What follows belongs to an exercise in optimizing a design on an open flow for small area and a short achievable clock period; a production flow would make more cautious choices.
Function was checked by simulation only, so behaviour that the tests miss may differ from the original.

## config.mk

```make
export PLATFORM = sky130hd
export DESIGN_NAME = lms_adapt_filt_4tap
export DESIGN_NICKNAME = lms_adapt_filt_4tap
export VERILOG_FILES = /design/flow/design.v
export SDC_FILE = /design/flow/constraint.sdc
export NUM_CORES = 4
export LEC_CHECK = 0
export CAP_MARGIN = 20
export CORE_MARGIN = 2
export CORE_UTILIZATION = 40
export SLEW_MARGIN = 20
```

## constraint.sdc

```tcl
create_clock -name core_clock -period 12.0 [get_ports {clk}]
set_input_delay 2.4000 -clock core_clock [delete_from_list [all_inputs] [get_ports {clk}]]
set_output_delay 2.4000 -clock core_clock [all_outputs]
set_load 0.01 [all_outputs]
```

## design.v

```verilog
`timescale 1ns / 1ps
module shift_reg(xin,clk,rst,x0,x1,x2,x3);
    input signed [7:0] xin;
    input clk,rst;
    output reg signed [7:0] x0,x1,x2,x3;
    always@(posedge clk or posedge rst)
    if(rst)
    begin
        x3<=8'd0; 
        x2<=8'd0;
        x1<=8'd0;
        x0<=8'd0;
    end
    else
    begin
        x3<=x2; 
        x2<=x1;
        x1<=x0;
        x0<=xin;
    end
endmodule
`timescale 1ns / 1ps
module dff8(Din,Q,clk,rst); 
    input signed  [7:0]Din;
    input clk,rst;
    output reg signed [7:0] Q;
    always@(posedge clk or posedge rst)
    begin
    if(rst)
    Q<=0;
    else
    Q<=Din;
    end
endmodule
`timescale 1ns / 1ps
module filt_weight_update( clk,rst,xd0,xd1,xd2,xd3,hn0,hn1,hn2,hn3, errr);
    input signed [9:0] errr;
    input clk,rst;
    input signed [7:0] xd0, xd1, xd2, xd3;
    output reg signed [7:0] hn0, hn1, hn2, hn3;
    always@( posedge clk or posedge rst)
    begin
    if(rst)
        begin
         hn0 <= 8'd1;
         hn1 <= 8'd1;
         hn2 <= 8'd1;
         hn3 <= 8'd1;
        end
     else
        begin
         hn0 <= hn0 + (((errr*xd0)>>>4) - ((errr*xd0)>>>6));
         hn1 <= hn1 + (((errr*xd1)>>>4) - ((errr*xd1)>>>6));
         hn2 <= hn2 + (((errr*xd2)>>>4) - ((errr*xd2)>>>6));
         hn3 <= hn3 + (((errr*xd3)>>>4) - ((errr*xd3)>>>6));
        end
    end
endmodule
`timescale 1ns / 1ps
module da8 (clk,rst,x0,x1,x2,x3,h0,h1,h2,h3,filter_out);
	input clk,rst;
    wire [79:0]yy;   
    reg signed [18:0] y_out;   
    input signed [7:0] x0,x1,x2,x3;    
	input signed [7:0] h0,h1,h2,h3;   
	integer i;
	integer j;
	reg signed [18:0] acc;   
	output signed [9:0] filter_out;
	 wire	[3:0]	lut_addr [0:7]  ;
	 assign	lut_addr[0]  = {x3[0],x2[0], x1[0], x0[0]};
     assign	lut_addr[1]  = {x3[1],x2[1], x1[1], x0[1]};
     assign	lut_addr[2]  = {x3[2],x2[2], x1[2], x0[2]};
     assign	lut_addr[3]  = {x3[3],x2[3], x1[3], x0[3]};
     assign	lut_addr[4]  = {x3[4],x2[4], x1[4], x0[4]};
     assign	lut_addr[5]  = {x3[5],x2[5], x1[5], x0[5]};
     assign	lut_addr[6]  = {x3[6],x2[6], x1[6], x0[6]};
     assign lut_addr[7]  = {x3[7],x2[7], x1[7], x0[7]};
      reg signed  [9:0]	C_out [0:7];
	 always @(*)
        begin
            for (i=0 ; i<8 ; i=i+1 )
              begin
                case(lut_addr[i])
                4'b0000:	C_out[i] = 0;
                4'b0001:	C_out[i] = h0;	
                4'b0010:	C_out[i] = h1;
                4'b0011:	C_out[i] = h1+h0;
                4'b0100:	C_out[i] = h2;
                4'b0101:	C_out[i] = h2+h0;
                4'b0110:	C_out[i] = h2+h1;
                4'b0111:	C_out[i] = h2+h1+h0;
                4'b1000:	C_out[i] = h3;
                4'b1001:	C_out[i] = h3+h0;
                4'b1010:	C_out[i] = h3+h1;
                4'b1011:	C_out[i] = h3+h1+h0;
                4'b1100:	C_out[i] = h3+h2;
                4'b1101:	C_out[i] = h3+h2+h0;
                4'b1110:	C_out[i] = h3+h2+h1;
                4'b1111:	C_out[i] = h3+h2+h1+h0;
                default:    C_out[i] = 0;
                endcase
                if( i == 7 )
                 C_out[7] = -C_out[7];
            end
        end
	 assign yy = {C_out[7],C_out[6],C_out[5],C_out[4],C_out[3],C_out[2],C_out[1],C_out[0]};
	 always @(*)
	        begin  
	          acc = 0;
              for(j=10;j<81;j=j+10)
                 begin
                   case(j) 
	                  10: begin
	                       acc = (({yy[10-1:10-10],8'b0})+acc) ;
	                       acc = acc >>> 1;
	                     end  
	                  20: begin
	                       acc = (({yy[20-1:20-10],8'b0})+acc) ;
	                       acc = acc >>> 1;
	                      end  
	                  30: begin
	                        acc = (({yy[30-1:30-10],8'b0})+acc) ;
	                        acc = acc >>> 1;
	                      end  
	                  40: begin
	                        acc = (({yy[40-1:40-10],8'b0})+acc) ;
	                        acc = acc >>> 1;
	                      end  
	                  50: begin
	                       acc = (({yy[50-1:50-10],8'b0})+acc) ;
	                       acc = acc >>> 1;
	                     end  
	                  60: begin
	                       acc = (({yy[60-1:60-10],8'b0})+acc) ;
	                       acc = acc >>> 1;
	                      end  
	                  70: begin
	                        acc = (({yy[70-1:70-10],8'b0})+acc) ;
	                        acc = acc >>> 1;
	                      end  
	                  80: begin
	                        acc = (({yy[80-1:80-10],8'b0})+acc) ;
	                        acc = acc >>> 1;
	                      end
	                  default: acc = acc;
	               endcase
	             end
	        end
	 always @ (posedge clk or posedge rst)
	 begin
	      if(rst)
	       y_out <= 0;
	      else
	       y_out <= acc;
	  end
    assign filter_out = y_out[9:0];
endmodule
`timescale 1ns / 1ps
module lms_adapt_filt_4tap (clk,rst,xin,din,errr,filt_out);
    input signed [7:0] xin;
    input signed [9:0] din;
    input clk,rst;
    output signed [9:0] filt_out;
    output signed [9:0] errr;
    wire signed [7:0] x[0:3] ,xd[0:3];
    wire signed [7:0] hn[0:3], h[0:3];
    wire signed [9:0] y_out0;
    shift_reg ad16(xin,clk,rst,x[0],x[1],x[2],x[3]);
    filt_weight_update co_eff( clk,rst,xd[0],xd[1],xd[2],xd[3],hn[0],hn[1],hn[2],hn[3], errr);
    da8 block0(clk,rst,x[0],x[1],x[2],x[3],hn[0],hn[1],hn[2],hn[3],y_out0);
    dff8 D0(x[0],xd[0],clk,rst);
    dff8 D1(x[1],xd[1],clk,rst);
    dff8 D2(x[2],xd[2],clk,rst);
    dff8 D3(x[3],xd[3],clk,rst);
    assign filt_out = y_out0;
    assign errr = din - filt_out;
endmodule
```

## run.sh

```bash
#!/bin/bash
# synth_recipe.tcl (not shown) runs the flow's synth.tcl, then flattens the netlist and writes it again
# the make line also repeats each setting of config.mk as NAME=value (left out here)
make -C /OpenROAD-flow-scripts/flow DESIGN_CONFIG=/design/flow/config.mk WORK_HOME=/design/flow/orfs CLKGATE_MAP_FILE= SYNTH_SCRIPT=/design/flow/synth_recipe.tcl finish
```

==> impl_results.md <==
- Clock input transition at the sequential cells of the worst setup and hold paths: 0.09 ns
- Avg Cell Area, Syn: 7.70 sq um
- Dominant combinational cell family by area after synthesis: adder cells
- Row cnt: 85
- Worst Tran Pin Value: 1.21 ns
- Total of flip-flops plus latches after synthesis: 82
- Number of resized instances in the post-cts repair step: 0
- Clock buffers created by TritonCTS: 9
- Number of warnings reported in the yosys synthesis log: 6
- Max Cap Violations: 0
- Maximum buffer depth of the clock tree: 2
- Routed via count divided by cell count: 6.55
- Gate Count Post-Synth: 2,837
- Cell chosen for the clock root: sky130_fd_sc_hd__clkbuf_16
- Share of synthesized flip-flops with an asynchronous set or reset: 100%
- Number of cells in the finished layout apart from fillers: 3,608
- Mux cell area share after synthesis: 3.33%
- Number of different library cells in the post-synthesis netlist: 97
- Total Routing Usage GR: 39.3%
- Num Clock Sinks: 82
- Layout Skew: 0.0245 ns
- Initial core utilization: 40.5%
- Top FF cell, synth: sky130_fd_sc_hd__dfrtp_1
- Final Instance Area: 0.0242 sq mm
- First-pass GRT wire length: 160,000 um
- Post-synthesis to final-layout area growth: 10.6%
- FF-to-FF End: block0.y_out[9]
- Total wire length: 112,000 um
- Number of enable flip-flop cells after synthesis: 0
- Antenna violations before repair: 3
- Y dimension of the die: 238 um
- Post-route fraction of the period consumed by the critical path: 91.1%
- Clock period minus worst slack: 10.93 ns
- Slew Limit Fails: 0
- Upper clock frequency limit: 91.5 MHz
- Final setup margin: 1.07 ns
- Kind of end point of the critical path: flop
- Number of filler cells placed in the layout: 5,459
- Number of cells on the worst reg-to-reg path: 42
- Via count of the routed design: 23,600
- Slack of the worst reg-to-reg path: 1.17 ns
- Run status: timing/DRC/antenna clean
- FF-to-FF Start: co_eff.hn3[1]
- Die width: 238 um
- Class of the tightest hold or removal check: flop to flop
- Total placed instance area: 0.0238 sq mm
- Max-slew headroom at the worst pin: 19.3%
- Initial drt markers: 3,192
- Start point of the worst hold path: D2.Q[2]
- Synthesized cell area: 0.0218 sq mm
- Fraction of layout cells with a size suffix above 1: 9.14%
- Max Fanout on Critical Path: 13
- TNS Setup: 0 ns
- Worst Path Class, Setup: input port to flop
- Final hold vios: 0
- Setup violators final: 0
- Endpoint arrival time on the critical path: 11.26 ns
- Via count of the first global-routing pass: 22,800
- Post-synthesis share of cell area spent on xor and xnor gates: 8.59%
- Share of the synthesized area in the top cell type: 14.6%
- Setup slack after placement: 0.581 ns
- Setup repair after global routing missed its margin: false
- Crit path launch type: input port
- End of the worst hold path: D3.Q[2]
- Placeable core region: 0.0539 sq mm
- Post-CTS Repair Setup Buffers: 0
- Highest cell delay on the worst timing path: 0.56 ns
- Syn nets: 3,247
- Cell taking the most area after synthesis: sky130_fd_sc_hd__ha_1
- Cell with the most instances on the worst path: sky130_fd_sc_hd__xnor2_1
- Placed Cells: 3,589
- Clock latency of the later-clocked register in the worst-skew pair: 0.42 ns
- Largest cells by area after synthesis: sky130_fd_sc_hd__ha_1 15%, sky130_fd_sc_hd__fa_1 12%, sky130_fd_sc_hd__dfrtp_1 8.9%
- Critical-path cell with the highest stage delay: sky130_fd_sc_hd__fa_1
- # DRC: 0
- Area of the die: 0.0565 sq mm
- Final-stage net count: 3,315
- GRT Residual Overflow: 0
- Simple-Gate Fraction of Synth Area: 19.2%
- Quantity of hold-fixing buffers added after cts: 0
- HPWL reported at the end of detailed placement: 85,500 um
- Maximum level of the CTS H-tree: 3
- Sequential share of the synthesized area: 9.42%
- Clock tree from TritonCTS: yes
- Count of input and output buffers: 39
- Share of synthesized cell area in full adder, half adder and majority cells: 27.0%
- WHS Path Cells: 0
- Top-level port count: 40
- Required arrival time at the worst endpoint: 12.33 ns
- Synthesized-area fraction occupied by ao, oa, aoi and oai cells: 24.0%
- Antenna violation net count after detailed routing: 0
- First drt pass iteration count: 7
- Wire length per cell after detailed routing: 30.9 um
- Pin count of the biggest net entering global routing: 57
- Final RePlAce weighted congestion: 1.11
==> synth_stat cells (64+ instances only) <==
| cell type | n |
|---|---|
| sky130_fd_sc_hd__nand2_1 | 216 |
| sky130_fd_sc_hd__and2_1 | 98 |
| sky130_fd_sc_hd__a22oi_1 | 64 |
| sky130_fd_sc_hd__inv_1 | 320 |
| sky130_fd_sc_hd__ha_1 | 255 |
| sky130_fd_sc_hd__clkbuf_1 | 123 |
| sky130_fd_sc_hd__xnor2_1 | 152 |
| sky130_fd_sc_hd__fa_1 | 135 |
| sky130_fd_sc_hd__a21oi_1 | 188 |
| sky130_fd_sc_hd__nor2b_1 | 72 |
| sky130_fd_sc_hd__nor2_1 | 202 |
| sky130_fd_sc_hd__dfrtp_1 | 78 |
| sky130_fd_sc_hd__o21ai_0 | 91 |
==> critical path, delay by kind of cell <==
kind	cells	cell delay (ns)
AOI/OAI and AO/OA	10	1.90
xor gates and xnor gates	9	2.15
adders and majority gates	9	3.80
buffers and inverters	7	0.80
and+or+nand+nor	1	0.18
==> registers in the layout, indices dropped and copies added, names as in the netlist <==
register	flops
D2.Q	8
ad16.x2	8
D3.Q	8
co_eff.hn1	8
co_eff.hn2	8
co_eff.hn0	8
ad16.x0	8
co_eff.hn3	8
ad16.x1	8
block0.y_out	10
==> metal layers <==
layer,part of all wire [%],vias to the layer above,GRT usage (%)
met5,0.022,-,0
met4,10,4,32.6
met3,11,507,11.1
met2,41,1650,57.3
met1,37,11300,48.0
li1,-,10100,-
==> cell families after synthesis <==
group	count (synthesis)
simple gates	842
flops	82
fa+ha+maj	390
mux	59
compound gates	776
buf+inv	487
xor+xnor	201
==> layout make-up <==
| cell class | instances | area (sq um) | share of cell area [%] |
|---|---|---|---|
| multi-input cells | 2268 | 18000 | 74.5 |
| flip-flops and latches | 82 | 2060 | 8.52 |
| repair buffers | 211 | 1680 | 6.96 |
| inverters | 333 | 1250 | 5.18 |
| well taps | 696 | 871 | 3.60 |
| clock buffers | 9 | 225 | 0.932 |
| clock inverters | 7 | 77.6 | 0.321 |
| diodes | 2 | 5.00 | 0.0207 |
==> through the flow <==
| step | hold slack, ns | util (%) |
|---|---|---|
| after floorplan | 0.349 | - |
| after global placement | 0.606 | 44.2 |
| after detailed placement | 0.601 | 44.2 |
| after CTS | 0.611 | 44.8 |
| after global routing | 0.634 | 44.8 |
| final | 0.615 | 44.8 |
==> layout by cell type, fill, tap and decap left out, types with 18 or more instances in the layout <==
cell type | netlist | final
sky130_fd_sc_hd__o21ai_1 | 33 | 35
sky130_fd_sc_hd__a32oi_1 | 19 | 19
sky130_fd_sc_hd__a22oi_1 | 64 | 64
sky130_fd_sc_hd__a211oi_1 | 22 | 22
sky130_fd_sc_hd__o22ai_1 | 35 | 35
sky130_fd_sc_hd__ha_1 | 255 | 255
sky130_fd_sc_hd__inv_1 | 320 | 319
sky130_fd_sc_hd__xor2_1 | 39 | 39
sky130_fd_sc_hd__mux2i_1 | 39 | 39
sky130_fd_sc_hd__nand3_1 | 58 | 58
sky130_fd_sc_hd__and3_1 | 18 | 18
sky130_fd_sc_hd__clkdlybuf4s50_1 | 0 | 39
sky130_fd_sc_hd__and2_1 | 98 | 98
sky130_fd_sc_hd__xnor2_1 | 152 | 147
sky130_fd_sc_hd__a21o_1 | 39 | 39
sky130_fd_sc_hd__a221oi_1 | 43 | 43
sky130_fd_sc_hd__nor2_1 | 202 | 200
sky130_fd_sc_hd__o21bai_1 | 34 | 34
sky130_fd_sc_hd__nor2b_1 | 72 | 72
sky130_fd_sc_hd__a31oi_1 | 44 | 44
sky130_fd_sc_hd__nand2_1 | 216 | 216
sky130_fd_sc_hd__dfrtp_1 | 78 | 77
sky130_fd_sc_hd__o211ai_1 | 21 | 21
sky130_fd_sc_hd__fa_1 | 135 | 135
sky130_fd_sc_hd__o21ai_0 | 91 | 89
sky130_fd_sc_hd__nand2b_1 | 52 | 52
sky130_fd_sc_hd__buf_4 | 1 | 172
sky130_fd_sc_hd__a21oi_1 | 188 | 188
sky130_fd_sc_hd__nor3_1 | 49 | 48
==> worst max path at each step <==
stage,slack [ns],from,cells past startpoint,to
after floorplan,2.00,din[0],38,co_eff.hn0[7]
after global placement,0.91,din[0],37,co_eff.hn3[7]
after detailed placement,0.58,din[0],38,co_eff.hn3[7]
after CTS,0.95,din[0],38,co_eff.hn3[7]
after global routing,0.53,din[0],36,co_eff.hn3[7]
final,1.07,din[0],36,co_eff.hn3[7]

## port drivers added, routing unchanged
The results above use ideal ports. As a check the final layout listed here was re-extracted and re-timed, cells and wires unchanged.
Step 1 assumes that a clkbuf_16 drives the clock port and a buf_2 every other input.
Step 2 adds t to the input delays and takes it off the output delays; t is the mean of the earliest and latest rising clock arrival at the registers after step 1. Input paths then give back, and output paths get back, about the clock's delay inside the block.
Three values: no drivers, after step 1, after step 2; two values: the first two.
t (ns): 0.468
setup slack, ns: 1.073 / 1.101 / 0.634
latest minus earliest clock arrival (ns): 0.026 / 0.027
After both steps setup and hold are still met in this run. For this run, drivers alone change the setup slack by +0.028 ns; drivers and shift together by -0.439 ns.
